This design comes from an exercise in tuning for small area on the open sky130 flow, not from production work.
RTL that was checked went through simulation tests only; none was proved equivalent to the original.
Function not checked in run 2: the RTL went through the layout flow alone.
Power is estimated from default activity; no workload was simulated.

$ cat flow/config.mk
export PLATFORM = sky130hd
export DESIGN_NAME = project_top
export DESIGN_NICKNAME = project_top
export VERILOG_FILES = /design/flow/design.v
export SDC_FILE = /design/flow/constraint.sdc
export NUM_CORES = 4
export LEC_CHECK = 0
export CAP_MARGIN = 20
export CORE_MARGIN = 2
export CORE_UTILIZATION = 40
export SLEW_MARGIN = 20
$ cat flow/design.v
`timescale 1ns / 1ps
module project_top (
    input wire       clk,
    input wire       reset,
    input wire       btnU,
    input wire       btnD,
    input wire       btnR,
    input wire       btnL,
    input wire [3:0] sw,
    input wire       sw15,
    input wire       dht11_in,
    input wire       rx,
    input wire       echo,
    output wire       dht11_out,
    output wire       dht11_oe,
    output wire       trig,
    output wire       tx,
    output wire       disp_setting,
    output wire       disp_uart_sw0,
    output wire [1:0] disp_status,
    output wire [6:0] disp_msec,
    output wire [5:0] disp_sec,
    output wire [5:0] disp_min,
    output wire [5:0] disp_hour,
    output wire [7:0] disp_rh,
    output wire [7:0] disp_temp,
    output wire [9:0] disp_dist
);
    reg [11:0] t12;
    reg [2:0]  t5;
    always @(posedge clk, posedge reset) begin
        if (reset) begin
            t12 <= 12'd0;
            t5  <= 3'd5;
        end else begin
            t12 <= t12 + 12'd1;
            case (t5)
                3'd4:    t5 <= 3'd0;
                3'd5:    t5 <= 3'd1;
                default: t5 <= t5 + 3'd1;
            endcase
        end
    end
    wire started   = (t5 != 3'd5);
    wire baud_tick = (t5 == 3'd0);                        
    wire tick4     = (t12[1:0] == 2'd0) & started;        
    wire sec_tick  = (t12 == 12'd0) & started;            
    wire db_clk    = (t5 == 3'd0) & ~t12[0];              
    wire db_phase  = (t5 == 3'd1) & t12[0];               
    reg [2:0] auto_cnt;
    always @(posedge clk, posedge reset) begin
        if (reset) auto_cnt <= 3'd0;
        else if (sec_tick) auto_cnt <= (auto_cnt == 3'd5) ? 3'd1 : auto_cnt + 3'd1;
    end
    wire auto_update = (auto_cnt == 3'd5) & (t12 == 12'd1);
    reg [4:0] cnt_u, cnt_d, cnt_r, cnt_l;
    always @(posedge clk, posedge reset) begin
        if (reset) begin
            cnt_u <= 5'd0;
            cnt_d <= 5'd0;
            cnt_r <= 5'd0;
            cnt_l <= 5'd0;
        end else if (db_clk) begin
            cnt_u <= ~btnU ? 5'd0 : (cnt_u[4] ? 5'd17 : cnt_u + 5'd1);
            cnt_d <= ~btnD ? 5'd0 : (cnt_d[4] ? 5'd17 : cnt_d + 5'd1);
            cnt_r <= ~btnR ? 5'd0 : (cnt_r[4] ? 5'd17 : cnt_r + 5'd1);
            cnt_l <= ~btnL ? 5'd0 : (cnt_l[4] ? 5'd17 : cnt_l + 5'd1);
        end
    end
    wire b_u = db_phase & (cnt_u == 5'd16);
    wire b_d = db_phase & (cnt_d == 5'd16);
    wire b_r = db_phase & (cnt_r == 5'd16);
    wire b_l = db_phase & (cnt_l == 5'd16);
    sr04_unit U_SR04 (
        .clk(clk), .reset(reset), .tick(tick4),
        .start(b_u & sw[3]), .echo(echo),
        .trig(trig), .dist_data(disp_dist)
    );
    wire       dht_valid;
    wire [7:0] rh_data, temp_data;
    dht11_unit U_DHT (
        .clk(clk), .reset(reset), .tick(tick4),
        .start((b_u & sw[2]) | auto_update),
        .dht11_in(dht11_in), .dht11_out(dht11_out), .dht11_oe(dht11_oe),
        .valid(dht_valid), .rh(rh_data), .temp(temp_data)
    );
    assign disp_rh   = rh_data;
    assign disp_temp = temp_data;
    wire [7:0] max_humi, max_temp, min_humi, min_temp;
    max_min_decision U_MAX_MIN (
        .clk(clk), .reset(reset), .dht11_valid(dht_valid),
        .rh_data(rh_data), .temp_data(temp_data),
        .max_humi(max_humi), .max_temp(max_temp),
        .min_humi(min_humi), .min_temp(min_temp)
    );
    wire dht_tx;
    sensor_sender U_SSEND (
        .clk(clk), .reset(reset), .baud_tick(baud_tick),
        .temp_start(b_l & sw[2]), .humi_start(b_r & sw[2]),
        .max_temp(max_temp), .min_temp(min_temp),
        .max_humi(max_humi), .min_humi(min_humi),
        .tx(dht_tx)
    );
    wire       rx_done;
    wire [7:0] rx_data;
    wire       watch_tx;
    uart_rx_unit U_RX (
        .clk(clk), .reset(reset), .rx(sw[2] | rx), .b_tick(baud_tick),
        .rx_done(rx_done), .dout(rx_data)
    );
    watch_unit U_WATCH (
        .clk(clk), .reset(reset),
        .btnL(b_l), .btnR(b_r), .btnU(b_u), .btnD(b_d),
        .rx_done(rx_done), .rx_data(rx_data),
        .sw(sw[1:0]), .sw15(sw15),
        .disp_setting(disp_setting), .disp_uart_sw0(disp_uart_sw0),
        .status(disp_status),
        .msec(disp_msec), .sec(disp_sec), .min(disp_min), .hour(disp_hour)
    );
    watch_sender U_WSEND (
        .clk(clk), .reset(reset), .baud_tick(baud_tick),
        .start(~sw[2] & b_u & ~sw[1]),
        .i_temp(temp_data), .i_humi(rh_data),
        .i_sec(disp_sec), .i_min(disp_min), .i_hour(disp_hour[4:0]),
        .tx(watch_tx)
    );
    assign tx = sw[2] ? dht_tx : watch_tx;
endmodule
module uart_tx_unit (
    input  wire       clk,
    input  wire       reset,
    input  wire       baud_tick,
    input  wire       start,
    input  wire [7:0] din,
    output wire       busy,
    output wire       tx
);
    localparam IDLE = 2'd0, START = 2'd1, DATA = 2'd2, STOP = 2'd3;
    reg [1:0] state;
    reg       tx_reg;
    reg [2:0] dcnt;
    reg [3:0] bcnt;
    assign busy = (state != IDLE);
    assign tx   = tx_reg;
    always @(posedge clk, posedge reset) begin
        if (reset) begin
            state  <= IDLE;
            tx_reg <= 1'b1;
        end else begin
            case (state)
                IDLE: begin
                    tx_reg <= 1'b1;
                    if (start) state <= START;
                end
                START: if (baud_tick) begin
                    tx_reg <= 1'b0;
                    if (bcnt == 4'd8) state <= DATA;
                end
                DATA: begin
                    tx_reg <= din[dcnt];
                    if (baud_tick && bcnt == 4'd7 && dcnt == 3'd7) state <= STOP;
                end
                STOP: if (baud_tick) begin
                    tx_reg <= 1'b1;
                    if (bcnt == 4'd7) state <= IDLE;
                end
            endcase
        end
    end
    always @(posedge clk) begin
        case (state)
            IDLE: begin
                bcnt <= 4'd0;
                dcnt <= 3'd0;
            end
            START: if (baud_tick) begin
                if (bcnt == 4'd8) begin
                    bcnt <= 4'd0;
                    dcnt <= 3'd0;
                end else bcnt <= bcnt + 4'd1;
            end
            DATA: if (baud_tick) begin
                if (bcnt == 4'd7) begin
                    bcnt <= 4'd0;
                    dcnt <= dcnt + 3'd1;
                end else bcnt <= bcnt + 4'd1;
            end
            STOP: if (baud_tick && bcnt != 4'd7) bcnt <= bcnt + 4'd1;
        endcase
    end
endmodule
module fifo_count (
    input  wire clk,
    input  wire reset,
    input  wire push,
    input  wire pop,
    output wire full,
    output wire empty
);
    reg [4:0] cnt;
    assign full  = (cnt == 5'd16);
    assign empty = (cnt == 5'd0);
    always @(posedge clk, posedge reset) begin
        if (reset) cnt <= 5'd0;
        else if (push & ~full & ~(pop & ~empty)) cnt <= cnt + 5'd1;
        else if (pop & ~empty & ~(push & ~full & ~empty) & ~(push & empty)) cnt <= cnt - 5'd1;
    end
endmodule
module watch_sender (
    input  wire       clk,
    input  wire       reset,
    input  wire       baud_tick,
    input  wire       start,
    input  wire [7:0] i_temp,
    input  wire [7:0] i_humi,
    input  wire [5:0] i_sec,
    input  wire [5:0] i_min,
    input  wire [4:0] i_hour,
    output wire       tx
);
    reg [1:0] state;
    reg       send;
    reg [5:0] cnt;
    wire      full, empty, busy;
    wire load = (state == 2'd2) & ~full & (cnt < 6'd34);
    always @(posedge clk, posedge reset) begin
        if (reset) begin
            state <= 2'd0;
            send  <= 1'b0;
            cnt   <= 6'd0;
        end else begin
            case (state)
                2'd0: if (start) state <= 2'd1;
                2'd1: state <= 2'd2;
                2'd2: if (~full) begin
                    if (cnt < 6'd34) begin
                        send <= 1'b1;
                        cnt  <= cnt + 6'd1;
                    end else begin
                        state <= 2'd0;
                        send  <= 1'b0;
                        cnt   <= 6'd0;
                    end
                end
                default: ;
            endcase
        end
    end
    reg [7:0] val;
    always @(*) begin
        case (cnt)
            6'd5, 6'd6:   val = {3'd0, i_hour};
            6'd8, 6'd9:   val = {2'd0, i_min};
            6'd11, 6'd12: val = {2'd0, i_sec};
            6'd22, 6'd23: val = i_temp;
            default:      val = i_humi;
        endcase
    end
    wire [3:0] d_hi = (val / 8'd10) % 8'd10;
    wire [3:0] d_lo = val % 8'd10;
    reg [1:0] h1;
    reg [3:0] h0, m0, s0, t1, t0, u1, u0;
    reg [2:0] m1, s1;
    always @(posedge clk) begin
        if (load) begin
            case (cnt)
                6'd5:  h1 <= d_hi[1:0];
                6'd6:  h0 <= d_lo;
                6'd8:  m1 <= d_hi[2:0];
                6'd9:  m0 <= d_lo;
                6'd11: s1 <= d_hi[2:0];
                6'd12: s0 <= d_lo;
                6'd22: t1 <= d_hi;
                6'd23: t0 <= d_lo;
                6'd31: u1 <= d_hi;
                6'd32: u0 <= d_lo;
                default: ;
            endcase
        end
    end
    fifo_count U_CNT (
        .clk(clk), .reset(reset), .push(send), .pop(~busy),
        .full(full), .empty(empty)
    );
    reg [5:0] tp;
    always @(posedge clk, posedge reset) begin
        if (reset) tp <= 6'd33;
        else if (~busy & ~empty) tp <= (tp == 6'd33) ? 6'd0 : tp + 6'd1;
    end
    reg [7:0] byte_out;
    always @(*) begin
        case (tp)
            6'd0:  byte_out = "t";
            6'd1:  byte_out = "i";
            6'd2:  byte_out = "m";
            6'd3:  byte_out = "e";
            6'd4:  byte_out = " ";
            6'd5:  byte_out = {6'b001100, h1};
            6'd6:  byte_out = {4'b0011, h0};
            6'd7:  byte_out = ":";
            6'd8:  byte_out = {5'b00110, m1};
            6'd9:  byte_out = {4'b0011, m0};
            6'd10: byte_out = ":";
            6'd11: byte_out = {5'b00110, s1};
            6'd12: byte_out = {4'b0011, s0};
            6'd13: byte_out = ",";
            6'd14: byte_out = " ";
            6'd15: byte_out = "t";
            6'd16: byte_out = "e";
            6'd17: byte_out = "m";
            6'd18: byte_out = "p";
            6'd19: byte_out = " ";
            6'd20: byte_out = ":";
            6'd21: byte_out = " ";
            6'd22: byte_out = {4'b0011, t1};
            6'd23: byte_out = {4'b0011, t0};
            6'd24: byte_out = ",";
            6'd25: byte_out = " ";
            6'd26: byte_out = "h";
            6'd27: byte_out = "u";
            6'd28: byte_out = "m";
            6'd29: byte_out = "i";
            6'd30: byte_out = " ";
            6'd31: byte_out = {4'b0011, u1};
            6'd32: byte_out = {4'b0011, u0};
            default: byte_out = "\n";
        endcase
    end
    uart_tx_unit U_TX (
        .clk(clk), .reset(reset), .baud_tick(baud_tick),
        .start(~empty), .din(byte_out), .busy(busy), .tx(tx)
    );
endmodule
module sensor_sender (
    input  wire       clk,
    input  wire       reset,
    input  wire       baud_tick,
    input  wire       temp_start,
    input  wire       humi_start,
    input  wire [7:0] max_temp,
    input  wire [7:0] min_temp,
    input  wire [7:0] max_humi,
    input  wire [7:0] min_humi,
    output wire       tx
);
    reg       state;
    reg       send;
    reg       mode;
    reg [4:0] cnt;
    wire      full, empty, busy;
    wire load = state & ~full & (cnt < 5'd26);
    always @(posedge clk, posedge reset) begin
        if (reset) begin
            state <= 1'b0;
            send  <= 1'b0;
            cnt   <= 5'd0;
            mode  <= 1'b0;
        end else begin
            if (~state) begin
                if (temp_start | humi_start) begin
                    state <= 1'b1;
                    cnt   <= 5'd0;
                    mode  <= temp_start;
                end
            end else if (~full) begin
                if (cnt < 5'd26) begin
                    send <= 1'b1;
                    cnt  <= cnt + 5'd1;
                end else begin
                    state <= 1'b0;
                    send  <= 1'b0;
                end
            end
        end
    end
    wire [7:0] val = cnt[4] ? (mode ? min_temp : min_humi) : (mode ? max_temp : max_humi);
    wire [3:0] d_hi = (val / 8'd10) % 8'd10;
    wire [3:0] d_lo = val % 8'd10;
    reg       mode_a, mode_b;
    reg [3:0] x1, x0, n1, n0;
    always @(posedge clk) begin
        if (load) begin
            case (cnt)
                5'd5:  mode_a <= mode;
                5'd10: x1 <= d_hi;
                5'd11: x0 <= d_lo;
                5'd18: mode_b <= mode;
                5'd23: n1 <= d_hi;
                5'd24: n0 <= d_lo;
                default: ;
            endcase
        end
    end
    fifo_count U_CNT (
        .clk(clk), .reset(reset), .push(send), .pop(~busy),
        .full(full), .empty(empty)
    );
    reg [4:0] tp;
    reg       not_first;
    always @(posedge clk, posedge reset) begin
        if (reset) begin
            tp        <= 5'd25;
            not_first <= 1'b0;
        end else if (~busy & ~empty) begin
            tp <= (tp == 5'd25) ? 5'd0 : tp + 5'd1;
            if (tp == 5'd0) not_first <= 1'b1;
        end
    end
    reg [7:0] byte_out;
    always @(*) begin
        case (tp)
            5'd0:  byte_out = not_first ? "\n" : 8'h00;
            5'd1:  byte_out = "m";
            5'd2:  byte_out = "a";
            5'd3:  byte_out = "x";
            5'd4:  byte_out = " ";
            5'd5:  byte_out = mode_a ? "t" : "h";
            5'd6:  byte_out = mode_a ? "e" : "u";
            5'd7:  byte_out = "m";
            5'd8:  byte_out = mode_a ? "p" : "i";
            5'd9:  byte_out = " ";
            5'd10: byte_out = {4'b0011, x1};
            5'd11: byte_out = {4'b0011, x0};
            5'd12: byte_out = ",";
            5'd13: byte_out = " ";
            5'd14: byte_out = "m";
            5'd15: byte_out = "i";
            5'd16: byte_out = "n";
            5'd17: byte_out = " ";
            5'd18: byte_out = mode_b ? "t" : "h";
            5'd19: byte_out = mode_b ? "e" : "u";
            5'd20: byte_out = "m";
            5'd21: byte_out = mode_b ? "p" : "i";
            5'd22: byte_out = " ";
            5'd23: byte_out = {4'b0011, n1};
            5'd24: byte_out = {4'b0011, n0};
            default: byte_out = "\n";
        endcase
    end
    uart_tx_unit U_TX (
        .clk(clk), .reset(reset), .baud_tick(baud_tick),
        .start(~empty), .din(byte_out), .busy(busy), .tx(tx)
    );
endmodule
module uart_rx_unit (
    input  wire       clk,
    input  wire       reset,
    input  wire       rx,
    input  wire       b_tick,
    output wire       rx_done,
    output wire [7:0] dout
);
    localparam IDLE = 3'd0, START = 3'd1, DATA = 3'd2, DATA_READ = 3'd3, STOP = 3'd4;
    reg [2:0] state;
    reg       done_reg;
    reg [3:0] bcnt;
    reg [2:0] dcnt;
    reg [7:0] data;
    assign rx_done = done_reg;
    assign dout    = data;
    always @(posedge clk, posedge reset) begin
        if (reset) begin
            state    <= IDLE;
            done_reg <= 1'b0;
        end else begin
            case (state)
                IDLE: begin
                    done_reg <= 1'b0;
                    if (b_tick & ~rx) state <= START;
                end
                START: if (b_tick && bcnt == 4'd11) state <= DATA_READ;
                DATA_READ: state <= DATA;
                DATA: if (b_tick && bcnt == 4'd7) state <= (dcnt == 3'd7) ? STOP : DATA_READ;
                STOP: if (b_tick) begin
                    state    <= IDLE;
                    done_reg <= 1'b1;
                end
                default: ;
            endcase
        end
    end
    always @(posedge clk) begin
        case (state)
            IDLE: begin
                bcnt <= 4'd0;
                dcnt <= 3'd0;
            end
            START: if (b_tick) bcnt <= (bcnt == 4'd11) ? 4'd0 : bcnt + 4'd1;
            DATA_READ: data <= {rx, data[7:1]};
            DATA: if (b_tick) begin
                if (bcnt == 4'd7) begin
                    if (dcnt != 3'd7) begin
                        dcnt <= dcnt + 3'd1;
                        bcnt <= 4'd0;
                    end
                end else bcnt <= bcnt + 4'd1;
            end
            default: ;
        endcase
    end
endmodule
module watch_unit (
    input  wire       clk,
    input  wire       reset,
    input  wire       btnL,
    input  wire       btnR,
    input  wire       btnU,
    input  wire       btnD,
    input  wire       rx_done,
    input  wire [7:0] rx_data,
    input  wire [1:0] sw,
    input  wire       sw15,
    output wire       disp_setting,
    output wire       disp_uart_sw0,
    output wire [1:0] status,
    output wire [6:0] msec,
    output wire [5:0] sec,
    output wire [5:0] min,
    output wire [5:0] hour
);
    wire u_start = rx_done & (rx_data == 8'h47);
    wire u_stop  = rx_done & (rx_data == 8'h53);
    wire u_clear = rx_done & (rx_data == 8'h43);
    wire u_up    = rx_done & (rx_data == 8'h55);
    wire u_down  = rx_done & (rx_data == 8'h44);
    wire u_right = rx_done & (rx_data == 8'h52);
    wire u_left  = rx_done & (rx_data == 8'h4c);
    wire w_uart_reset = rx_done & (rx_data == 8'h1b);
    reg usw0, usw1, usw15;
    always @(posedge clk, posedge reset) begin
        if (reset) begin
            usw0  <= 1'b0;
            usw1  <= 1'b0;
            usw15 <= 1'b0;
        end else begin
            if (rx_done & (rx_data == 8'h4d)) usw0 <= ~usw0;
            if (rx_done & (rx_data == 8'h4e)) usw1 <= ~usw1;
            if (rx_done & (rx_data == 8'h4f)) usw15 <= ~usw15;
        end
    end
    reg sw0_pre, sw1_pre, usw0_pre, usw1_pre;
    reg e_sw0, e_sw1, e_usw0, e_usw1;
    reg [1:0] mstate;    
    always @(posedge clk, posedge reset) begin
        if (reset) begin
            sw0_pre  <= 1'b0;
            sw1_pre  <= 1'b0;
            usw0_pre <= 1'b0;
            usw1_pre <= 1'b0;
            e_sw0    <= 1'b0;
            e_sw1    <= 1'b0;
            e_usw0   <= 1'b0;
            e_usw1   <= 1'b0;
            mstate   <= 2'd0;
        end else begin
            e_sw0    <= sw[0] ^ sw0_pre;
            e_sw1    <= sw[1] ^ sw1_pre;
            e_usw0   <= usw0 ^ usw0_pre;
            e_usw1   <= usw1 ^ usw1_pre;
            sw0_pre  <= sw[0];
            sw1_pre  <= sw[1];
            usw0_pre <= usw0;
            usw1_pre <= usw1;
            if (e_sw0 && sw[0] != mstate[0])
                mstate[0] <= sw[0];
            else if (e_sw1 && sw[1] != mstate[1])
                mstate[1] <= sw[1];
            else if (e_usw0 && usw0 != mstate[0])
                mstate[0] <= usw0;
            else if (e_usw1 && usw1 != mstate[1])
                mstate[1] <= usw1;
        end
    end
    wire final_sw0 = mstate[0];
    wire final_sw1 = mstate[1];
    reg sw15_pre, e_sw15, fsw15;
    always @(posedge clk, posedge reset) begin
        if (reset) begin
            sw15_pre <= 1'b0;
            e_sw15   <= 1'b0;
            fsw15    <= 1'b0;
        end else begin
            e_sw15   <= sw15 ^ sw15_pre;
            sw15_pre <= sw15;
            if (e_sw15) begin
                if (~fsw15) begin
                    if (sw15 | usw15) fsw15 <= 1'b1;
                end else begin
                    if (~sw15 | ~usw15) fsw15 <= 1'b0;
                end
            end
        end
    end
    assign disp_setting  = fsw15 & ~final_sw1;
    assign disp_uart_sw0 = final_sw0;
    wire sw_runstop = final_sw1 & btnR;
    wire sw_clear   = final_sw1 & btnL;
    wire ti_left    = ~final_sw1 & btnL;
    wire ti_right   = ~final_sw1 & btnR;
    wire ti_up      = ~final_sw1 & btnU;
    wire ti_down    = ~final_sw1 & btnD;
    wire wreset = reset | w_uart_reset;
    reg [1:0] sc;
    always @(posedge clk, posedge wreset) begin
        if (wreset) sc <= 2'd0;
        else case (sc)
            2'd0: if (sw_clear | u_clear) sc <= 2'd2;
                  else if (sw_runstop | u_start) sc <= 2'd1;
            2'd1: if (sw_runstop | u_stop) sc <= 2'd0;
            2'd2: if (sw_clear | u_stop) sc <= 2'd0;
            default: ;
        endcase
    end
    wire sw_run   = (sc == 2'd1);
    wire sw_clr   = (sc == 2'd2);
    reg [1:0] tc;
    wire t_left  = ti_left | u_left;
    wire t_right = ti_right | u_right;
    always @(posedge clk, posedge wreset) begin
        if (wreset) tc <= 2'd0;
        else if (sw15) case (tc)
            2'd0: if (t_left) tc <= 2'd1; else if (t_right) tc <= 2'd2;
            2'd1: if (t_left) tc <= 2'd2; else if (t_right) tc <= 2'd0;
            2'd2: if (t_left) tc <= 2'd0; else if (t_right) tc <= 2'd1;
            default: ;
        endcase
    end
    assign status = (sw15 && tc != 2'd3) ? tc : 2'd0;
    wire t_up   = sw15 & (ti_up | u_up);
    wire t_down = sw15 & (ti_down | u_down);
    wire sec_up    = t_up & (tc == 2'd0);
    wire min_up    = t_up & (tc == 2'd1);
    wire hour_up   = t_up & (tc == 2'd2);
    wire sec_down  = t_down & (tc == 2'd0);
    wire min_down  = t_down & (tc == 2'd1);
    wire hour_down = t_down & (tc == 2'd2);
    wire sreset = wreset | sw_clr;
    reg [2:0] sp;                
    reg [6:0] s_ms;
    reg [5:0] s_s, s_m;
    reg [4:0] s_h;
    reg       s_ms_t, s_s_t, s_m_t;
    wire      s_tick = (sp == 3'd5);
    always @(posedge clk, posedge sreset) begin
        if (sreset) begin
            sp     <= 3'd0;
            s_ms   <= 7'd0;
            s_s    <= 6'd0;
            s_m    <= 6'd0;
            s_h    <= 5'd0;
            s_ms_t <= 1'b0;
            s_s_t  <= 1'b0;
            s_m_t  <= 1'b0;
        end else begin
            if (sw_run) sp <= sp + 3'd1;
            if (s_tick) begin
                if (s_ms == 7'd99) begin s_ms <= 7'd0; s_ms_t <= 1'b1; end
                else s_ms <= s_ms + 7'd1;
            end else s_ms_t <= 1'b0;
            if (s_ms_t) begin
                if (s_s == 6'd59) begin s_s <= 6'd0; s_s_t <= 1'b1; end
                else s_s <= s_s + 6'd1;
            end else s_s_t <= 1'b0;
            if (s_s_t) begin
                if (s_m == 6'd59) begin s_m <= 6'd0; s_m_t <= 1'b1; end
                else s_m <= s_m + 6'd1;
            end else s_m_t <= 1'b0;
            if (s_m_t) begin
                if (s_h == 5'd23) s_h <= 5'd0;
                else s_h <= s_h + 5'd1;
            end
        end
    end
    reg [2:0] wp;
    reg [6:0] w_ms;
    reg [5:0] w_s, w_m;
    reg [4:0] w_h;
    reg       w_ms_t, w_s_t, w_m_t;
    wire      w_tick = (wp == 3'd5);
    always @(posedge clk, posedge wreset) begin
        if (wreset) begin
            wp     <= 3'd0;
            w_ms   <= 7'd0;
            w_s    <= 6'd0;
            w_m    <= 6'd0;
            w_h    <= 5'd12;
            w_ms_t <= 1'b0;
            w_s_t  <= 1'b0;
            w_m_t  <= 1'b0;
        end else begin
            wp <= wp + 3'd1;
            if (w_tick & ~sw15) begin
                if (w_ms == 7'd99) begin w_ms <= 7'd0; w_ms_t <= 1'b1; end
                else w_ms <= w_ms + 7'd1;
            end else w_ms_t <= 1'b0;
            if ((w_ms_t & ~sw15) | (sec_up & sw15)) begin
                if (w_s == 6'd59) begin w_s <= 6'd0; w_s_t <= 1'b1; end
                else w_s <= w_s + 6'd1;
            end else if (sec_down) begin
                if (w_s == 6'd0) begin w_s <= 6'd59; w_s_t <= 1'b0; end
                else w_s <= w_s - 6'd1;
            end else w_s_t <= 1'b0;
            if ((w_s_t & ~sw15) | (min_up & sw15)) begin
                if (w_m == 6'd59) begin w_m <= 6'd0; w_m_t <= 1'b1; end
                else w_m <= w_m + 6'd1;
            end else if (min_down) begin
                if (w_m == 6'd0) begin w_m <= 6'd59; w_m_t <= 1'b0; end
                else w_m <= w_m - 6'd1;
            end else w_m_t <= 1'b0;
            if ((w_m_t & ~sw15) | (hour_up & sw15)) begin
                if (w_h == 5'd23) w_h <= 5'd0;
                else w_h <= w_h + 5'd1;
            end else if (hour_down) begin
                if (w_h == 5'd0) w_h <= 5'd23;
                else w_h <= w_h - 5'd1;
            end
        end
    end
    assign msec = final_sw1 ? s_ms : w_ms;
    assign sec  = final_sw1 ? s_s : w_s;
    assign min  = final_sw1 ? s_m : w_m;
    assign hour = {1'b0, final_sw1 ? s_h : w_h};
endmodule
module dht11_unit (
    input  wire       clk,
    input  wire       reset,
    input  wire       tick,
    input  wire       start,
    input  wire       dht11_in,
    output wire       dht11_out,
    output wire       dht11_oe,
    output wire       valid,
    output wire [7:0] rh,
    output wire [7:0] temp
);
    localparam IDLE = 3'd0, START = 3'd1, WAIT = 3'd2, SYNCL = 3'd3,
               SYNCH = 3'd4, DATA_SYNC = 3'd5, DATA_DETECT = 3'd6, STOP = 3'd7;
    reg [2:0]  state;
    reg [10:0] tcnt;
    reg        out_reg, oe_reg, valid_reg;
    reg [7:0]  rh_reg, t_reg;
    reg [5:0]  dcnt;
    reg [7:0]  acc;
    assign dht11_out = out_reg;
    assign dht11_oe  = oe_reg;
    assign valid     = valid_reg;
    assign rh        = rh_reg;
    assign temp      = t_reg;
    wire       bit_end = (state == DATA_DETECT) & tick & (dcnt < 6'd40) & ~dht11_in;
    wire       bit_val = (tcnt >= 11'd5);
    wire [2:0] bpos    = ~dcnt[2:0];            
    wire [7:0] onehot  = 8'd1 << bpos;
    wire [7:0] addend  = (dcnt[5:3] == 3'd4) ? (~onehot + 8'd1) : onehot;
    always @(posedge clk) begin
        if (state == IDLE) acc <= 8'd0;
        else if (bit_end & bit_val) acc <= acc + addend;
    end
    always @(posedge clk, posedge reset) begin
        if (reset) begin
            state     <= IDLE;
            tcnt      <= 11'd0;
            out_reg   <= 1'b1;
            oe_reg    <= 1'b1;
            valid_reg <= 1'b0;
            rh_reg    <= 8'd0;
            t_reg     <= 8'd0;
            dcnt      <= 6'd0;
        end else begin
            if (bit_end) begin
                if (dcnt[5:3] == 3'd0) rh_reg[bpos] <= bit_val;
                if (dcnt[5:3] == 3'd2) t_reg[bpos] <= bit_val;
            end
            case (state)
                IDLE: begin
                    out_reg <= 1'b1;
                    oe_reg  <= 1'b1;
                    dcnt    <= 6'd0;
                    if (start) state <= START;
                end
                START: if (tick) begin
                    out_reg <= 1'b0;
                    if (tcnt == 11'd1900) begin
                        state <= WAIT;
                        tcnt  <= 11'd0;
                    end else tcnt <= tcnt + 11'd1;
                end
                WAIT: begin
                    out_reg <= 1'b1;
                    if (tick) begin
                        if (tcnt == 11'd2) begin
                            state  <= SYNCL;
                            tcnt   <= 11'd0;
                            oe_reg <= 1'b0;
                        end else tcnt <= tcnt + 11'd1;
                    end
                end
                SYNCL: if (tick & dht11_in) state <= SYNCH;
                SYNCH: if (tick) begin
                    if (~dht11_in) begin
                        state     <= DATA_SYNC;
                        tcnt      <= 11'd0;
                        valid_reg <= 1'b0;
                    end else if (tcnt > 11'd1000) begin
                        state <= IDLE;
                        tcnt  <= 11'd0;
                    end else tcnt <= tcnt + 11'd1;
                end
                DATA_SYNC: begin
                    if (dcnt > 6'd39) state <= STOP;
                    else if (tick & dht11_in) begin
                        tcnt  <= 11'd0;
                        state <= DATA_DETECT;
                    end
                    if ((dcnt > 6'd39) & tick & dht11_in) tcnt <= 11'd0;
                end
                DATA_DETECT: if (tick && dcnt < 6'd40) begin
                    if (dht11_in) tcnt <= tcnt + 11'd1;
                    else begin
                        state <= DATA_SYNC;
                        dcnt  <= dcnt + 6'd1;
                        tcnt  <= 11'd0;
                    end
                end
                STOP: begin
                    valid_reg <= (acc == 8'd0);
                    if (tick) begin
                        if (tcnt > 11'd3) begin
                            state <= IDLE;
                            tcnt  <= 11'd0;
                        end else if (~dht11_in) tcnt <= tcnt + 11'd1;
                    end
                end
            endcase
        end
    end
endmodule
module max_min_decision (
    input  wire       clk,
    input  wire       reset,
    input  wire       dht11_valid,
    input  wire [7:0] rh_data,
    input  wire [7:0] temp_data,
    output reg  [7:0] max_humi,
    output reg  [7:0] max_temp,
    output reg  [7:0] min_humi,
    output reg  [7:0] min_temp
);
    always @(posedge clk, posedge reset) begin
        if (reset) begin
            max_temp <= 8'd0;
            min_temp <= 8'hff;
            max_humi <= 8'd0;
            min_humi <= 8'hff;
        end else if (dht11_valid) begin
            if (temp_data > max_temp) max_temp <= temp_data;
            if (temp_data < min_temp) min_temp <= temp_data;
            if (rh_data > max_humi && rh_data < 8'd100) max_humi <= rh_data;
            if (rh_data < min_humi) min_humi <= rh_data;
        end
    end
endmodule
module sr04_unit (
    input  wire       clk,
    input  wire       reset,
    input  wire       tick,
    input  wire       start,
    input  wire       echo,
    output wire       trig,
    output wire [9:0] dist_data
);
    reg       d_state;
    reg [5:0] d_cnt;
    reg [9:0] d_reg;
    assign dist_data = d_reg;
    always @(posedge clk, posedge reset) begin
        if (reset) begin
            d_state <= 1'b0;
            d_cnt   <= 6'd0;
            d_reg   <= 10'd0;
        end else if (tick) begin
            if (~d_state) begin
                if (echo) begin
                    d_state <= 1'b1;
                    d_reg   <= 10'd0;
                end
            end else begin
                if (d_cnt == 6'd58) begin
                    d_cnt <= 6'd0;
                    d_reg <= d_reg + 10'd1;
                end else if (~echo) begin
                    d_state <= 1'b0;
                    d_cnt   <= 6'd0;
                end else d_cnt <= d_cnt + 6'd1;
            end
        end
    end
    reg       t_state;
    reg       t_reg;
    reg [3:0] t_cnt;
    assign trig = t_reg;
    always @(posedge clk, posedge reset) begin
        if (reset) begin
            t_state <= 1'b0;
            t_reg   <= 1'b0;
            t_cnt   <= 4'd0;
        end else if (~t_state) begin
            t_cnt <= 4'd0;
            t_reg <= 1'b0;
            if (start) t_state <= 1'b1;
        end else if (tick) begin
            t_reg <= 1'b1;
            t_cnt <= t_cnt + 4'd1;
            if (t_cnt == 4'd10) t_state <= 1'b0;
        end
    end
endmodule
$ cat flow/constraint.sdc
create_clock -name core_clock -period 10.0 [get_ports {clk}]
set_input_delay 2.0000 -clock core_clock [delete_from_list [all_inputs] [get_ports {clk}]]
set_output_delay 2.0000 -clock core_clock [all_outputs]
set_load 0.01 [all_outputs]
$ cat flow/run.sh
#!/bin/bash
# synth_recipe.tcl (not shown) runs the flow's synth.tcl, then flattens the netlist and writes it again
# the make line also repeats each setting of config.mk as NAME=value (left out here)
make -C /OpenROAD-flow-scripts/flow DESIGN_CONFIG=/design/flow/config.mk WORK_HOME=/design/flow/orfs CLKGATE_MAP_FILE= SYNTH_SCRIPT=/design/flow/synth_recipe.tcl finish
==> results of run 1 <==
power by group through the flow:
stage | logic (W) | clock network, W | registers, W
after floorplan | 0.00138 | 0 | 0.00192
after global placement | 0.00163 | 0 | 0.00206
after detailed placement | 0.00168 | 0 | 0.00207
after CTS | 0.00169 | 0.00163 | 0.00205
after global routing | 0.00192 | 0.00169 | 0.00210
final | 0.00170 | 0.00159 | 0.00205
path summary, 6_finish.rpt:
kind	end	cells past startpoint
worst max register to register	U_WSEND.t1[2]	21
worst min register to register	U_WATCH.e_sw0	1
worst max-delay path	tx	3
max in group asynchronous	U_WATCH.s_h[3]	5
min in group asynchronous	U_WATCH.w_ms[3]	2
worst min-delay path	U_WATCH.e_sw0	1
cell families after synthesis:
family                     after synthesis
AOI/OAI and AO/OA                      621
xor gates and xnor gates                83
adders and majority gates              157
buffers and inverters                  229
DFF                                    352
muxes                                   74
other                                    1
and+or+nand+nor                        892
synth_stat cells (30+ instances only):
library cell | number | area share
sky130_fd_sc_hd__nand4_1 | 36 | 0.010
sky130_fd_sc_hd__xor2_1 | 41 | 0.016
sky130_fd_sc_hd__a21o_1 | 33 | 0.011
sky130_fd_sc_hd__dfrtp_1 | 232 | 0.26
sky130_fd_sc_hd__nor3_1 | 71 | 0.016
sky130_fd_sc_hd__nand2_1 | 247 | 0.042
sky130_fd_sc_hd__nand3_1 | 91 | 0.021
sky130_fd_sc_hd__inv_1 | 139 | 0.024
sky130_fd_sc_hd__nor2_1 | 222 | 0.038
sky130_fd_sc_hd__edfxtp_1 | 83 | 0.11
sky130_fd_sc_hd__ha_1 | 152 | 0.086
sky130_fd_sc_hd__o21ai_0 | 238 | 0.054
sky130_fd_sc_hd__a31oi_1 | 30 | 0.0085
sky130_fd_sc_hd__xnor2_1 | 42 | 0.017
sky130_fd_sc_hd__mux2_2 | 40 | 0.020
sky130_fd_sc_hd__nand2b_1 | 33 | 0.0094
sky130_fd_sc_hd__clkbuf_1 | 62 | 0.011
sky130_fd_sc_hd__a21oi_1 | 122 | 0.028
layer usage:
layer | share of wire | wire [um]
met1 | 0.46 | 24790
met2 | 0.47 | 25250
met3 | 0.051 | 2775
met4 | 0.027 | 1454
met5 | 0 | 0
layout make-up:
class / count / area share
Tap cell: 704 / 0.03550
Sequential cell: 352 / 0.3716
Multi-Input combinational cell: 1828 / 0.4818
Inverter: 142 / 0.02184
Clock inverter: 21 / 0.009783
Timing Repair Buffer: 79 / 0.03122
Clock buffer: 59 / 0.04826
per-stage QoR:
step / std cells / utilization
floorplan: 2409 / -
global placement: 3105 / 0.4264
detailed placement: 3105 / 0.4264
CTS: 3185 / 0.4527
global route: 3185 / 0.4530
finish: 3185 / 0.4530
==> results_dict.tcl, run 1 <==
set metrics [dict create \
    power_report.internal_total_w 0.003426 \
    detail_route.drc_violations 0 \
    cellPowerDensity_mw_per_mm2 215.3 \
    postCtsSetupRepairBufs 0 \
    detailroute.via_count 18050 \
    clock_power_share 0.297 \
    worst_ep_arrival_time_ps 3700 \
    fp.coreArea_sq_mm 0.05477 \
    synth.yosys.seq_area_share 0.4183 \
    finalHoldViolCount 0 \
    first_pass_iters 5 \
    numPortBuffers 71 \
    cp_bufs_invs 2 \
    max-clock-path-buffers 3 \
    setup.worst_path.end_class "output pin" \
    synth_area_per_cell_sq_um 9.149 \
    grt_start_max_net_pins 120 \
    number_of_different_library_cells_in_the_post_synthesis_netlist 101 \
    multiplexer_share_of_the_synthesized_area 0.04110 \
    floorplan.die_area_sq_mm 0.05700 \
    detailed_place_hpwl_um 39420 \
    cts_buffers 43 \
    post_synth_instance_area_sq_mm 0.02204 \
    detailedPlace.worstSlack_ps 4299 \
    peakVddDrop_mv 0.1297 \
    timing.setup.critical_path_class "in2out" \
    cp.required_ps 8000 \
    nFillCells 5138 \
    outcome "complete, no violations" \
    num_antenna_cells 0 \
    start_of_the_worst_register_to_register_path "U_WSEND.cnt[0]" \
    synth_area_in_adders 0.08992 \
    clk_latency_ps 570 \
    yosys_warnings 10 \
    cts_resized 0 \
    cts_tree "yes" \
    final_max_slew_viol_count 0 \
    leakage_nw 10.26 \
    ys_ff_latch 352 \
    grt_remaining_overflow 0 \
    worst_slack_ps 4301 \
    drive_gt1_frac 0.07578 \
    clockRootBuffer "sky130_fd_sc_hd__clkbuf_16" \
    detailedRoute.firstIterationViolations 1421 \
    rows 86 \
    crit_path_top_delay_cell "sky130_fd_sc_hd__clkdlybuf4s50_1" \
    grt_util_met2 0.3132 \
    synth_compound_area_frac 0.1780 \
    post_synth_and_or_nand_nor_area_fraction 0.1982 \
    grt_antenna_before_repair 0 \
    netlist_instances 2409 \
    critical_path.cell_chain "clkdlybuf4s50_1, mux2_2, clkdlybuf4s50_1" \
    cp-start-kind "input port" \
    switchingPower_w 0.001915 \
    stdcell_area_sq_mm 0.02481 \
    synth_ff_type "sky130_fd_sc_hd__dfrtp_1" \
    share_of_synthesized_registers_carrying_an_async_set_or_reset 0.7415 \
    mostFrequentLayoutCells "sky130_fd_sc_hd__nand2_1, sky130_fd_sc_hd__o21ai_0, sky130_fd_sc_hd__dfrtp_1, sky130_fd_sc_hd__nor2_1, sky130_fd_sc_hd__ha_1" \
    fin_hold_ws_ps 434.2 \
    routed_wirelength_um 54270 \
    largest_register_ff_count 12 \
    p_total_w 0.005342 \
    fmax_ghz 0.1755 \
    regArea_sq_mm 0.009220 \
    regToRegSetupSlack_ps 4320 \
    die_boundary_width_um 238.7 \
    groute.layer.met1.usage 0.2572 \
    layout.cells.most_common "sky130_fd_sc_hd__nand2_1" \
    clk_pin_slew_worst_paths_ps 50 \
    area_growth_pct 12.57 \
    cpLargestDelayFamily "buffers and inverters" \
    normalized_max_slew_margin 0.3625 \
    initial_utilization 0.4024 \
    pwr-share-seq 0.384 \
    holdBufCountCts 0 \
    fin_skew_ps 25.06 \
    path_max_fanout 5 \
    pin_count 73 \
    synth_nets 2578 \
    dpl_cell_area_sq_mm 0.02335 \
    synth-xor-area-share 0.03298 \
    grt-busiest-layer "met2" \
    ant_nets 0 \
    gp_congestion 0.8774 \
    number_of_synthesized_flops_with_an_enable_pin 83 \
    ctsHtreeMaxLevel 2 \
    max_stage_delay_ps 830 \
    totalNegativeSetupSlack_ps 0 \
    layout_min_cycle_time_ps 5699 \
    dieHeight_um 238.7 \
    groute.layer.met3.usage 0.02945 \
    multiInputGateArea_sq_mm 0.01195 \
    route.detailed.wl_per_inst_um 17.04 \
    grt_setup_unrepaired "no" \
    hold_path_startpoint "U_WATCH.sw0_pre" \
    avgViaCountPerCell 5.668 \
    final.period_utilization 0.5699 \
    total_routing_usage_gr 0.1909 \
    cp_common_cell "sky130_fd_sc_hd__clkdlybuf4s50_1" \
    power.combinational.fraction 0.319 \
    finalSetupViolations 0 \
    via_count_of_the_first_global_routing_pass 17220 \
    design.final.nets 2615 \
    grt_first_pass_wirelength_um 89490 \
    max_slew.worst_pin.slew_ps 956.3 \
    cts.sinks 352 \
    synth_top_family_by_area "simple AND/OR/NAND/NOR gates" \
    crit_path_start "sw[2]" \
    max-cap-violations 0 \
    worstHoldPathType "reg2reg" \
    sw_frac_of_total 0.3586 \
]
==> run 2: changes to the inputs <==
--- a/flow/design.v
+++ b/flow/design.v
@@ -28,10 +28,13 @@
 );
-    reg [11:0] t12;
-    reg [2:0]  t5;
+    reg [1:0] t2;
+    reg [9:0] tu;
+    reg [2:0] t5;
     always @(posedge clk, posedge reset) begin
         if (reset) begin
-            t12 <= 12'd0;
-            t5  <= 3'd5;
+            t2 <= 2'd0;
+            tu <= 10'd0;
+            t5 <= 3'd5;
         end else begin
-            t12 <= t12 + 12'd1;
+            t2 <= t2 + 2'd1;
+            if (t2 == 2'd3) tu <= {tu[8:0], tu[9] ^ tu[2] ^ (tu[8:0] == 9'd0)};
             case (t5)
@@ -45,6 +48,7 @@
     wire baud_tick = (t5 == 3'd0);                        
-    wire tick4     = (t12[1:0] == 2'd0) & started;        
-    wire sec_tick  = (t12 == 12'd0) & started;            
-    wire db_clk    = (t5 == 3'd0) & ~t12[0];              
-    wire db_phase  = (t5 == 3'd1) & t12[0];               
+    wire tu_zero   = (tu == 10'd0);
+    wire tick4     = (t2 == 2'd0) & started;              
+    wire sec_tick  = tick4 & tu_zero;                     
+    wire db_clk    = (t5 == 3'd0) & ~t2[0];               
+    wire db_phase  = (t5 == 3'd1) & t2[0];                
     reg [2:0] auto_cnt;
@@ -54,3 +58,3 @@
     end
-    wire auto_update = (auto_cnt == 3'd5) & (t12 == 12'd1);
+    wire auto_update = (auto_cnt == 3'd5) & (t2 == 2'd1) & tu_zero;    
     reg [4:0] cnt_u, cnt_d, cnt_r, cnt_l;
@@ -141,3 +145,4 @@
     reg [2:0] dcnt;
-    reg [3:0] bcnt;
+    reg [3:0] bcnt;      
+    wire [3:0] bnext = {bcnt[2:0], ~(bcnt[3] ^ bcnt[0])};
     assign busy = (state != IDLE);
@@ -156,3 +161,3 @@
                     tx_reg <= 1'b0;
-                    if (bcnt == 4'd8) state <= DATA;
+                    if (bcnt == 4'd6) state <= DATA;
                 end
@@ -160,3 +165,3 @@
                     tx_reg <= din[dcnt];
-                    if (baud_tick && bcnt == 4'd7 && dcnt == 3'd7) state <= STOP;
+                    if (baud_tick && bcnt == 4'd3 && dcnt == 3'd7) state <= STOP;
                 end
@@ -164,3 +169,3 @@
                     tx_reg <= 1'b1;
-                    if (bcnt == 4'd7) state <= IDLE;
+                    if (bcnt == 4'd3) state <= IDLE;
                 end
@@ -176,14 +181,14 @@
             START: if (baud_tick) begin
-                if (bcnt == 4'd8) begin
+                if (bcnt == 4'd6) begin
                     bcnt <= 4'd0;
                     dcnt <= 3'd0;
-                end else bcnt <= bcnt + 4'd1;
+                end else bcnt <= bnext;
             end
             DATA: if (baud_tick) begin
-                if (bcnt == 4'd7) begin
+                if (bcnt == 4'd3) begin
                     bcnt <= 4'd0;
                     dcnt <= dcnt + 3'd1;
-                end else bcnt <= bcnt + 4'd1;
+                end else bcnt <= bnext;
             end
-            STOP: if (baud_tick && bcnt != 4'd7) bcnt <= bcnt + 4'd1;
+            STOP: if (baud_tick && bcnt != 4'd3) bcnt <= bnext;
         endcase
@@ -191,19 +196,2 @@
 endmodule
-module fifo_count (
-    input  wire clk,
-    input  wire reset,
-    input  wire push,
-    input  wire pop,
-    output wire full,
-    output wire empty
-);
-    reg [4:0] cnt;
-    assign full  = (cnt == 5'd16);
-    assign empty = (cnt == 5'd0);
-    always @(posedge clk, posedge reset) begin
-        if (reset) cnt <= 5'd0;
-        else if (push & ~full & ~(pop & ~empty)) cnt <= cnt + 5'd1;
-        else if (pop & ~empty & ~(push & ~full & ~empty) & ~(push & empty)) cnt <= cnt - 5'd1;
-    end
-endmodule
 module watch_sender (
@@ -229,3 +217,2 @@
             send  <= 1'b0;
-            cnt   <= 6'd0;
         end else begin
@@ -235,9 +222,6 @@
                 2'd2: if (~full) begin
-                    if (cnt < 6'd34) begin
-                        send <= 1'b1;
-                        cnt  <= cnt + 6'd1;
-                    end else begin
+                    if (cnt < 6'd34) send <= 1'b1;
+                    else begin
                         state <= 2'd0;
                         send  <= 1'b0;
-                        cnt   <= 6'd0;
                     end
@@ -248,2 +232,6 @@
     end
+    always @(posedge clk) begin
+        if (state == 2'd1) cnt <= 6'd0;
+        else if (state == 2'd2 && ~full && cnt < 6'd34) cnt <= cnt + 6'd1;
+    end
     reg [7:0] val;
@@ -280,7 +268,6 @@
     end
-    fifo_count U_CNT (
-        .clk(clk), .reset(reset), .push(send), .pop(~busy),
-        .full(full), .empty(empty)
-    );
     reg [5:0] tp;
+    wire [6:0] x = {1'b0, cnt} - {1'b0, tp};
+    assign empty = send ? (x == 7'd2  || x == 7'h60) : (tp == 6'd33);
+    assign full  = send ? (x == 7'd18 || x == 7'h70) : (tp == 6'd17);
     always @(posedge clk, posedge reset) begin
@@ -355,16 +342,8 @@
             send  <= 1'b0;
-            cnt   <= 5'd0;
-            mode  <= 1'b0;
         end else begin
             if (~state) begin
-                if (temp_start | humi_start) begin
-                    state <= 1'b1;
-                    cnt   <= 5'd0;
-                    mode  <= temp_start;
-                end
+                if (temp_start | humi_start) state <= 1'b1;
             end else if (~full) begin
-                if (cnt < 5'd26) begin
-                    send <= 1'b1;
-                    cnt  <= cnt + 5'd1;
-                end else begin
+                if (cnt < 5'd26) send <= 1'b1;
+                else begin
                     state <= 1'b0;
@@ -375,2 +354,10 @@
     end
+    always @(posedge clk) begin
+        if (~state) begin
+            if (temp_start | humi_start) begin
+                cnt  <= 5'd0;
+                mode <= temp_start;
+            end
+        end else if (~full && cnt < 5'd26) cnt <= cnt + 5'd1;
+    end
     wire [7:0] val = cnt[4] ? (mode ? min_temp : min_humi) : (mode ? max_temp : max_humi);
@@ -378,3 +365,3 @@
     wire [3:0] d_lo = val % 8'd10;
-    reg       mode_a, mode_b;
+    reg       mode_b;
     reg [3:0] x1, x0, n1, n0;
@@ -383,3 +370,2 @@
             case (cnt)
-                5'd5:  mode_a <= mode;
                 5'd10: x1 <= d_hi;
@@ -393,8 +379,7 @@
     end
-    fifo_count U_CNT (
-        .clk(clk), .reset(reset), .push(send), .pop(~busy),
-        .full(full), .empty(empty)
-    );
     reg [4:0] tp;
     reg       not_first;
+    wire [5:0] x = {1'b0, cnt} - {1'b0, tp};
+    assign empty = send ? (x == 6'd2  || x == 6'h28) : (tp == 5'd25);
+    assign full  = send ? (x == 6'd18 || x == 6'h38) : (tp == 5'd9);
     always @(posedge clk, posedge reset) begin
@@ -416,6 +401,6 @@
             5'd4:  byte_out = " ";
-            5'd5:  byte_out = mode_a ? "t" : "h";
-            5'd6:  byte_out = mode_a ? "e" : "u";
+            5'd5:  byte_out = mode ? "t" : "h";
+            5'd6:  byte_out = mode ? "e" : "u";
             5'd7:  byte_out = "m";
-            5'd8:  byte_out = mode_a ? "p" : "i";
+            5'd8:  byte_out = mode ? "p" : "i";
             5'd9:  byte_out = " ";
@@ -455,3 +440,4 @@
     reg       done_reg;
-    reg [3:0] bcnt;
+    reg [3:0] bcnt;      
+    wire [3:0] bnext = {bcnt[2:0], ~(bcnt[3] ^ bcnt[0])};
     reg [2:0] dcnt;
@@ -470,5 +456,5 @@
                 end
-                START: if (b_tick && bcnt == 4'd11) state <= DATA_READ;
+                START: if (b_tick && bcnt == 4'd7) state <= DATA_READ;
                 DATA_READ: state <= DATA;
-                DATA: if (b_tick && bcnt == 4'd7) state <= (dcnt == 3'd7) ? STOP : DATA_READ;
+                DATA: if (b_tick && bcnt == 4'd3) state <= (dcnt == 3'd7) ? STOP : DATA_READ;
                 STOP: if (b_tick) begin
@@ -487,6 +473,6 @@
             end
-            START: if (b_tick) bcnt <= (bcnt == 4'd11) ? 4'd0 : bcnt + 4'd1;
+            START: if (b_tick) bcnt <= (bcnt == 4'd7) ? 4'd0 : bnext;
             DATA_READ: data <= {rx, data[7:1]};
             DATA: if (b_tick) begin
-                if (bcnt == 4'd7) begin
+                if (bcnt == 4'd3) begin
                     if (dcnt != 3'd7) begin
@@ -495,3 +481,3 @@
                     end
-                end else bcnt <= bcnt + 4'd1;
+                end else bcnt <= bnext;
             end
@@ -540,4 +526,6 @@
     end
-    reg sw0_pre, sw1_pre, usw0_pre, usw1_pre;
-    reg e_sw0, e_sw1, e_usw0, e_usw1;
+    reg sw0_pre, sw1_pre, rxd1, rxd2;
+    reg e_sw0, e_sw1;
+    wire e_usw0 = rxd2 & (rx_data == 8'h4d);
+    wire e_usw1 = rxd2 & (rx_data == 8'h4e);
     reg [1:0] mstate;    
@@ -547,8 +535,6 @@
             sw1_pre  <= 1'b0;
-            usw0_pre <= 1'b0;
-            usw1_pre <= 1'b0;
+            rxd1     <= 1'b0;
+            rxd2     <= 1'b0;
             e_sw0    <= 1'b0;
             e_sw1    <= 1'b0;
-            e_usw0   <= 1'b0;
-            e_usw1   <= 1'b0;
             mstate   <= 2'd0;
@@ -557,8 +543,6 @@
             e_sw1    <= sw[1] ^ sw1_pre;
-            e_usw0   <= usw0 ^ usw0_pre;
-            e_usw1   <= usw1 ^ usw1_pre;
             sw0_pre  <= sw[0];
             sw1_pre  <= sw[1];
-            usw0_pre <= usw0;
-            usw1_pre <= usw1;
+            rxd1     <= rx_done;
+            rxd2     <= rxd1;
             if (e_sw0 && sw[0] != mstate[0])
@@ -738,3 +722,8 @@
     reg [2:0]  state;
-    reg [10:0] tcnt;
+    reg [7:0]  tcu;
+    reg [2:0]  tcl;
+    wire [7:0] tcu_next = (tcl == 3'd7) ? {tcu[6:0], tcu[7] ^ tcu[6] ^ tcu[1] ^ tcu[0] ^ (tcu[6:0] == 7'd0)} : tcu;
+    wire       tc_1900  = (tcu == 8'd180) & (tcl == 3'd4);
+    wire       tc_1001  = (tcu == 8'd185) & (tcl == 3'd1);
+    wire       tc_2     = (tcu == 8'd0) & (tcl == 3'd2);
     reg        out_reg, oe_reg, valid_reg;
@@ -749,3 +738,3 @@
     wire       bit_end = (state == DATA_DETECT) & tick & (dcnt < 6'd40) & ~dht11_in;
-    wire       bit_val = (tcnt >= 11'd5);
+    wire       bit_val = (tcu != 8'd0) | (tcl >= 3'd5);
     wire [2:0] bpos    = ~dcnt[2:0];            
@@ -756,2 +745,28 @@
         else if (bit_end & bit_val) acc <= acc + addend;
+        if (state == IDLE) dcnt <= 6'd0;
+        else if (bit_end) dcnt <= dcnt + 6'd1;
+    end
+    reg tc_clr, tc_inc;
+    always @(*) begin
+        tc_clr = 1'b0;
+        tc_inc = 1'b0;
+        case (state)
+            IDLE:        tc_clr = 1'b1;
+            START:       if (tick) begin tc_clr = tc_1900; tc_inc = ~tc_1900; end
+            WAIT:        if (tick) begin tc_clr = tc_2; tc_inc = ~tc_2; end
+            SYNCH:       if (tick) begin tc_clr = ~dht11_in | tc_1001; tc_inc = ~tc_clr; end
+            DATA_SYNC:   tc_clr = tick & dht11_in;
+            DATA_DETECT: if (tick && dcnt < 6'd40) begin tc_clr = ~dht11_in; tc_inc = dht11_in; end
+            STOP:        if (tick) begin tc_clr = tcl[2]; tc_inc = ~tcl[2] & ~dht11_in; end
+            default: ;
+        endcase
+    end
+    always @(posedge clk) begin
+        if (tc_clr) begin
+            tcu <= 8'd0;
+            tcl <= 3'd0;
+        end else if (tc_inc) begin
+            tcu <= tcu_next;
+            tcl <= tcl + 3'd1;
+        end
     end
@@ -760,3 +775,2 @@
             state     <= IDLE;
-            tcnt      <= 11'd0;
             out_reg   <= 1'b1;
@@ -766,3 +780,2 @@
             t_reg     <= 8'd0;
-            dcnt      <= 6'd0;
         end else begin
@@ -776,3 +789,2 @@
                     oe_reg  <= 1'b1;
-                    dcnt    <= 6'd0;
                     if (start) state <= START;
@@ -781,6 +793,3 @@
                     out_reg <= 1'b0;
-                    if (tcnt == 11'd1900) begin
-                        state <= WAIT;
-                        tcnt  <= 11'd0;
-                    end else tcnt <= tcnt + 11'd1;
+                    if (tc_1900) state <= WAIT;
                 end
@@ -788,8 +797,5 @@
                     out_reg <= 1'b1;
-                    if (tick) begin
-                        if (tcnt == 11'd2) begin
-                            state  <= SYNCL;
-                            tcnt   <= 11'd0;
-                            oe_reg <= 1'b0;
-                        end else tcnt <= tcnt + 11'd1;
+                    if (tick && tc_2) begin
+                        state  <= SYNCL;
+                        oe_reg <= 1'b0;
                     end
@@ -800,8 +806,4 @@
                         state     <= DATA_SYNC;
-                        tcnt      <= 11'd0;
                         valid_reg <= 1'b0;
-                    end else if (tcnt > 11'd1000) begin
-                        state <= IDLE;
-                        tcnt  <= 11'd0;
-                    end else tcnt <= tcnt + 11'd1;
+                    end else if (tc_1001) state <= IDLE;
                 end
@@ -809,24 +811,8 @@
                     if (dcnt > 6'd39) state <= STOP;
-                    else if (tick & dht11_in) begin
-                        tcnt  <= 11'd0;
-                        state <= DATA_DETECT;
-                    end
-                    if ((dcnt > 6'd39) & tick & dht11_in) tcnt <= 11'd0;
-                end
-                DATA_DETECT: if (tick && dcnt < 6'd40) begin
-                    if (dht11_in) tcnt <= tcnt + 11'd1;
-                    else begin
-                        state <= DATA_SYNC;
-                        dcnt  <= dcnt + 6'd1;
-                        tcnt  <= 11'd0;
-                    end
+                    else if (tick & dht11_in) state <= DATA_DETECT;
                 end
+                DATA_DETECT: if (tick && dcnt < 6'd40 && ~dht11_in) state <= DATA_SYNC;
                 STOP: begin
                     valid_reg <= (acc == 8'd0);
-                    if (tick) begin
-                        if (tcnt > 11'd3) begin
-                            state <= IDLE;
-                            tcnt  <= 11'd0;
-                        end else if (~dht11_in) tcnt <= tcnt + 11'd1;
-                    end
+                    if (tick & tcl[2]) state <= IDLE;
                 end
@@ -842,3 +828,3 @@
     input  wire [7:0] temp_data,
-    output reg  [7:0] max_humi,
+    output wire [7:0] max_humi,
     output reg  [7:0] max_temp,
@@ -847,2 +833,4 @@
 );
+    reg [6:0] max_h;
+    assign max_humi = {1'b0, max_h};
     always @(posedge clk, posedge reset) begin
@@ -851,3 +839,3 @@
             min_temp <= 8'hff;
-            max_humi <= 8'd0;
+            max_h <= 7'd0;
             min_humi <= 8'hff;
@@ -856,3 +844,3 @@
             if (temp_data < min_temp) min_temp <= temp_data;
-            if (rh_data > max_humi && rh_data < 8'd100) max_humi <= rh_data;
+            if (rh_data > max_humi && rh_data < 8'd100) max_h <= rh_data[6:0];
             if (rh_data < min_humi) min_humi <= rh_data;
@@ -871,3 +859,3 @@
     reg       d_state;
-    reg [5:0] d_cnt;
+    reg [5:0] d_cnt;     
     reg [9:0] d_reg;
@@ -886,3 +874,3 @@
             end else begin
-                if (d_cnt == 6'd58) begin
+                if (d_cnt == 6'd62) begin
                     d_cnt <= 6'd0;
@@ -892,3 +880,3 @@
                     d_cnt   <= 6'd0;
-                end else d_cnt <= d_cnt + 6'd1;
+                end else d_cnt <= {d_cnt[4:0], ~(d_cnt[5] ^ d_cnt[0])};
             end
@@ -898,3 +886,3 @@
     reg       t_reg;
-    reg [3:0] t_cnt;
+    reg [3:0] t_cnt;     
     assign trig = t_reg;
@@ -904,5 +892,3 @@
             t_reg   <= 1'b0;
-            t_cnt   <= 4'd0;
         end else if (~t_state) begin
-            t_cnt <= 4'd0;
             t_reg <= 1'b0;
@@ -911,6 +897,9 @@
             t_reg <= 1'b1;
-            t_cnt <= t_cnt + 4'd1;
-            if (t_cnt == 4'd10) t_state <= 1'b0;
+            if (t_cnt == 4'd11) t_state <= 1'b0;
         end
     end
+    always @(posedge clk) begin
+        if (~t_state) t_cnt <= 4'd0;
+        else if (tick) t_cnt <= {t_cnt[2:0], ~(t_cnt[3] ^ t_cnt[0])};
+    end
 endmodule
==> flow/flow/run.sh (new file) <==
#!/bin/bash
set -e
cp standard.sh standard_sh.txt
cp synth_recipe.tcl synth_recipe_tcl.txt
export BUFFER_PORTS_ARGS="-buffer_cell sky130_fd_sc_hd__buf_1"
export CTS_ARGS="-sink_clustering_enable -repair_clock_nets -buf_list sky130_fd_sc_hd__clkbuf_4 -sink_clustering_size 10 -sink_clustering_max_diameter 50 -dont_use_dummy_load"
bash standard.sh > standard.log 2>&1
==> flow/standard.sh (new file) <==
#!/bin/bash
# synth_recipe.tcl (not shown) runs the flow's synth.tcl, then flattens the netlist and writes it again
# the make line also repeats each setting of config.mk as NAME=value (left out here)
make -C /OpenROAD-flow-scripts/flow DESIGN_CONFIG=/design/flow/config.mk WORK_HOME=/design/flow/orfs CLKGATE_MAP_FILE= SYNTH_SCRIPT=/design/flow/synth_recipe.tcl "${@:-finish}"
--- a/flow/config.mk
+++ b/flow/config.mk
@@ -7,5 +7,8 @@
 export LEC_CHECK = 0
+export ABC_AREA = 1
+export ABC_CLOCK_PERIOD_IN_PS = 10000
 export CAP_MARGIN = 20
 export CORE_MARGIN = 2
-export CORE_UTILIZATION = 40
+export CORE_UTILIZATION = 65
+export PLACE_DENSITY = 0.75
 export SLEW_MARGIN = 20
removed: flow/run.sh
==> results_dict.tcl, run 2 <==
set metrics [dict create \
    outcome "complete, no violations" \
    design.final.nets 2853 \
    post_synth_instance_area_sq_mm 0.02083 \
    cts_buffers 41 \
    number_of_synthesized_flops_with_an_enable_pin 88 \
    ant_nets 0 \
    crit_path_top_delay_cell "sky130_fd_sc_hd__dfxtp_1" \
    grt_antenna_before_repair 2 \
    hold_path_startpoint "U_WATCH.rxd1" \
    cp-start-kind "flip-flop" \
    final_max_slew_viol_count 0 \
    regToRegSetupSlack_ps 5100 \
    ctsHtreeMaxLevel 2 \
    grt_setup_unrepaired "no" \
    grt_remaining_overflow 0 \
    start_of_the_worst_register_to_register_path "U_WSEND.cnt[1]" \
    gp_congestion 0.9231 \
    clk_pin_slew_worst_paths_ps 110 \
    synth_top_cells_by_area "sky130_fd_sc_hd__dfrtp_1, sky130_fd_sc_hd__edfxtp_1, sky130_fd_sc_hd__ha_1" \
    peakVddDrop_mv 0.1041 \
    worst_r2r_path_depth 39 \
    die_boundary_width_um 183.0 \
    final-instance-count-excl-fill 3092 \
    drive_gt1_frac 0.05580 \
    route.detailed.wl_per_inst_um 15.53 \
    synth.yosys.seq_area_share 0.4205 \
    synth_top_cell_area_share 0.2234 \
    netlist.top_cell.by_area "sky130_fd_sc_hd__dfrtp_1" \
    max-cap-violations 0 \
    netlist_instances 2607 \
    stdcell_area_sq_mm 0.02184 \
    detail_route.drc_violations 0 \
    fin_hold_ws_ps 386.0 \
    detailroute.via_count 18000 \
    path_max_fanout 10 \
    cp.required_ps 10400 \
    synthMostInstantiatedCell "sky130_fd_sc_hd__inv_1" \
    cts.sinks 338 \
    crit_path_start "U_WSEND.cnt[1]" \
    cp_common_cell "sky130_fd_sc_hd__nand2_1" \
    fin_skew_ps 82.91 \
    dpl_cell_area_sq_mm 0.02153 \
    normalized_max_slew_margin 0.2796 \
    layout_min_cycle_time_ps 4901 \
    floorplan.die_area_sq_mm 0.03350 \
    first_pass_iters 10 \
    whs_endpoint "U_WATCH.rxd2" \
    worstHoldPathType "reg2reg" \
    rows 65 \
    detailedPlace.worstSlack_ps 5118 \
    layout.cells.most_common "sky130_fd_sc_hd__inv_1" \
    holdBufCountCts 0 \
    worst_slack_ps 5099 \
    synth_nets 2770 \
    dp_cells 3049 \
    synth_area_per_cell_sq_um 7.991 \
    grt_start_max_net_pins 80 \
    ys_ff_latch 338 \
    max-clock-path-buffers 3 \
    max_stage_delay_ps 410 \
    area_growth_pct 4.834 \
    fmax_ghz 0.2040 \
    via_count_of_the_first_global_routing_pass 17200 \
    routed_wirelength_um 48020 \
    initial_utilization 0.6602 \
    timing.setup.critical_path_class "reg2reg" \
    timing.hold.worst_path_depth 0 \
    max_slew.worst_pin.slew_ps 1071 \
    cellPowerDensity_mw_per_mm2 160.0 \
    leakage_nw 9.769 \
    setup.worst_path.end_class "flip-flop" \
    critical_path.reg2reg.endpoint "U_WSEND.t1[3]" \
    grt_first_pass_wirelength_um 80500 \
    number_of_different_library_cells_in_the_post_synthesis_netlist 71 \
    avgViaCountPerCell 5.820 \
    synth_ff_type "sky130_fd_sc_hd__dfrtp_1" \
    dieHeight_um 183.0 \
    cts_tree "yes" \
    yosys_warnings 9 \
    clk_latency_ps 710 \
    postCtsSetupRepairBufs 0 \
    final.period_utilization 0.4901 \
    mostFrequentLayoutCells "sky130_fd_sc_hd__inv_1, sky130_fd_sc_hd__nand2_1, sky130_fd_sc_hd__nor2_1, sky130_fd_sc_hd__o21ai_0, sky130_fd_sc_hd__dfrtp_1" \
    totalNegativeSetupSlack_ps 0 \
    finalHoldViolCount 0 \
    clockRootBuffer "sky130_fd_sc_hd__clkbuf_4" \
    total_routing_usage_gr 0.2908 \
    cts_resized 0 \
    numPortBuffers 71 \
    detailed_place_hpwl_um 36860 \
    finalSetupViolations 0 \
    pin_count 73 \
    worst_ep_arrival_time_ps 5300 \
    detailedRoute.firstIterationViolations 1080 \
    share_of_synthesized_registers_carrying_an_async_set_or_reset 0.6361 \
    post_synth_most_frequent_cells "sky130_fd_sc_hd__inv_1, sky130_fd_sc_hd__nand2_1, sky130_fd_sc_hd__nor2_1" \
    fp.coreArea_sq_mm 0.03156 \
]
run 2: cell count changes after synthesis, moves of 27 or more:
cell / before / now
sky130_fd_sc_hd__clkbuf_1: 62 / 34
sky130_fd_sc_hd__dfrtp_1: 232 / 186
sky130_fd_sc_hd__dfxtp_1: 8 / 35
sky130_fd_sc_hd__inv_1: 139 / 420
sky130_fd_sc_hd__mux2_2: 40 / 0
sky130_fd_sc_hd__nand2_1: 247 / 407
sky130_fd_sc_hd__nand2b_1: 33 / 0
sky130_fd_sc_hd__nand3_1: 91 / 136
sky130_fd_sc_hd__nor2_1: 222 / 273
sky130_fd_sc_hd__nor2b_1: 28 / 1
run 2: layer usage:
| layer | global-route usage | up-vias | part of all wire |
|---|---|---|---|
| li1 | - | 8899 | - |
| met1 | 0.3862 | 8499 | 0.44 |
| met2 | 0.4859 | 481 | 0.47 |
| met3 | 0.03793 | 117 | 0.052 |
| met4 | 0.1168 | 0 | 0.037 |
| met5 | 0 | - | 0 |
run 2: metrics by stage:
| step | total power (W) | utilization |
|---|---|---|
| 3_5_place_dp | 0.002882 | 0.6822 |
| 2_1_floorplan | 0.002577 | - |
| 6_report | 0.003494 | 0.6921 |
| 3_3_place_gp | 0.002825 | 0.6822 |
| 4_1_cts | 0.003507 | 0.6920 |
| 5_1_grt | 0.003744 | 0.6921 |
run 2: worst max path at each step:
stage                      end  slack, ps
6_report         U_WSEND.t1[3]       5100
5_1_grt          U_WSEND.t1[3]       4590
4_1_cts         disp_status[0]       5120
3_5_place_dp    disp_status[0]       5120
3_3_place_gp    disp_status[1]       5170
2_1_floorplan  U_DHT.rh_reg[0]       3980
run 2: layout make-up:
| cell class | count | area [sq um] |
|---|---|---|
| clock buffer | 41 | 307.8 |
| timing repair buffer | 79 | 326.6 |
| fill | 2689 | 9714 |
| multi-input combinational | 1800 | 10310 |
| inverter | 430 | 1624 |
| antenna | 2 | 5.005 |
| tap | 402 | 503.0 |
| sequential | 338 | 8760 |
run 2: report_power, final:
group	switching, W	internal, W
sequential	0.0000941	0.00158
clock	0.000440	0.000189
combinational	0.000803	0.000389
run 2: cells by family (layout without fill, tap and decap cells):
group / count (synthesis) / count (layout) / synth area share
simple gates: 1020 / 1020 / 0.2197
xor+xnor: 56 / 56 / 0.02354
fa+ha+maj: 149 / 149 / 0.08984
mux: 3 / 3 / 0.001441
compound gates: 571 / 571 / 0.1595
other cells: 1 / 3 / 0.0001800
flops: 338 / 338 / 0.4205
buf+inv: 469 / 550 / 0.08528
run 2: worst max-delay path, delay by kind of cell (launching register included):
family,cells,cell delay (ps)
and+or+nand+nor,27,2640
adders and majority gates,4,870
buffers and inverters,6,470
DFF,1,410
AOI/OAI and AO/OA,2,250

## port drivers added, routing unchanged
Ports are ideal in the flow. The routed layouts listed here were re-timed in OpenROAD. Step 1 (the two cells are an assumption about what drives the block):
set clk [get_ports {clk}]
set_driving_cell -lib_cell sky130_fd_sc_hd__clkbuf_16 $clk
set_driving_cell -lib_cell sky130_fd_sc_hd__buf_2 [delete_from_list [all_inputs] $clk]
Step 2 adds t to the input delays and takes it off the output delays; t is the mean of the earliest and latest rising clock arrival at the registers after step 1. Input paths then give back, and output paths get back, about the clock's delay inside the block. Three values: ideal ports, drivers, drivers and shift; two values: the first two.
run | t (ns) | setup WS [ns] | clock arrival spread, ns | slew at the worst register clock pin (ns)
run 1 | 0.613 | 4.301 / 4.272 / 4.272 | 0.028 / 0.028 | 0.06 / 0.06
run 2 | 0.709 | 5.099 / 5.099 / 5.099 | 0.084 / 0.084 | 0.12 / 0.12
After both steps setup and hold are still met in every run listed. The setup slack of run 1, which loses most, moves by -0.029 ns with the drivers and by -0.029 ns with both steps.
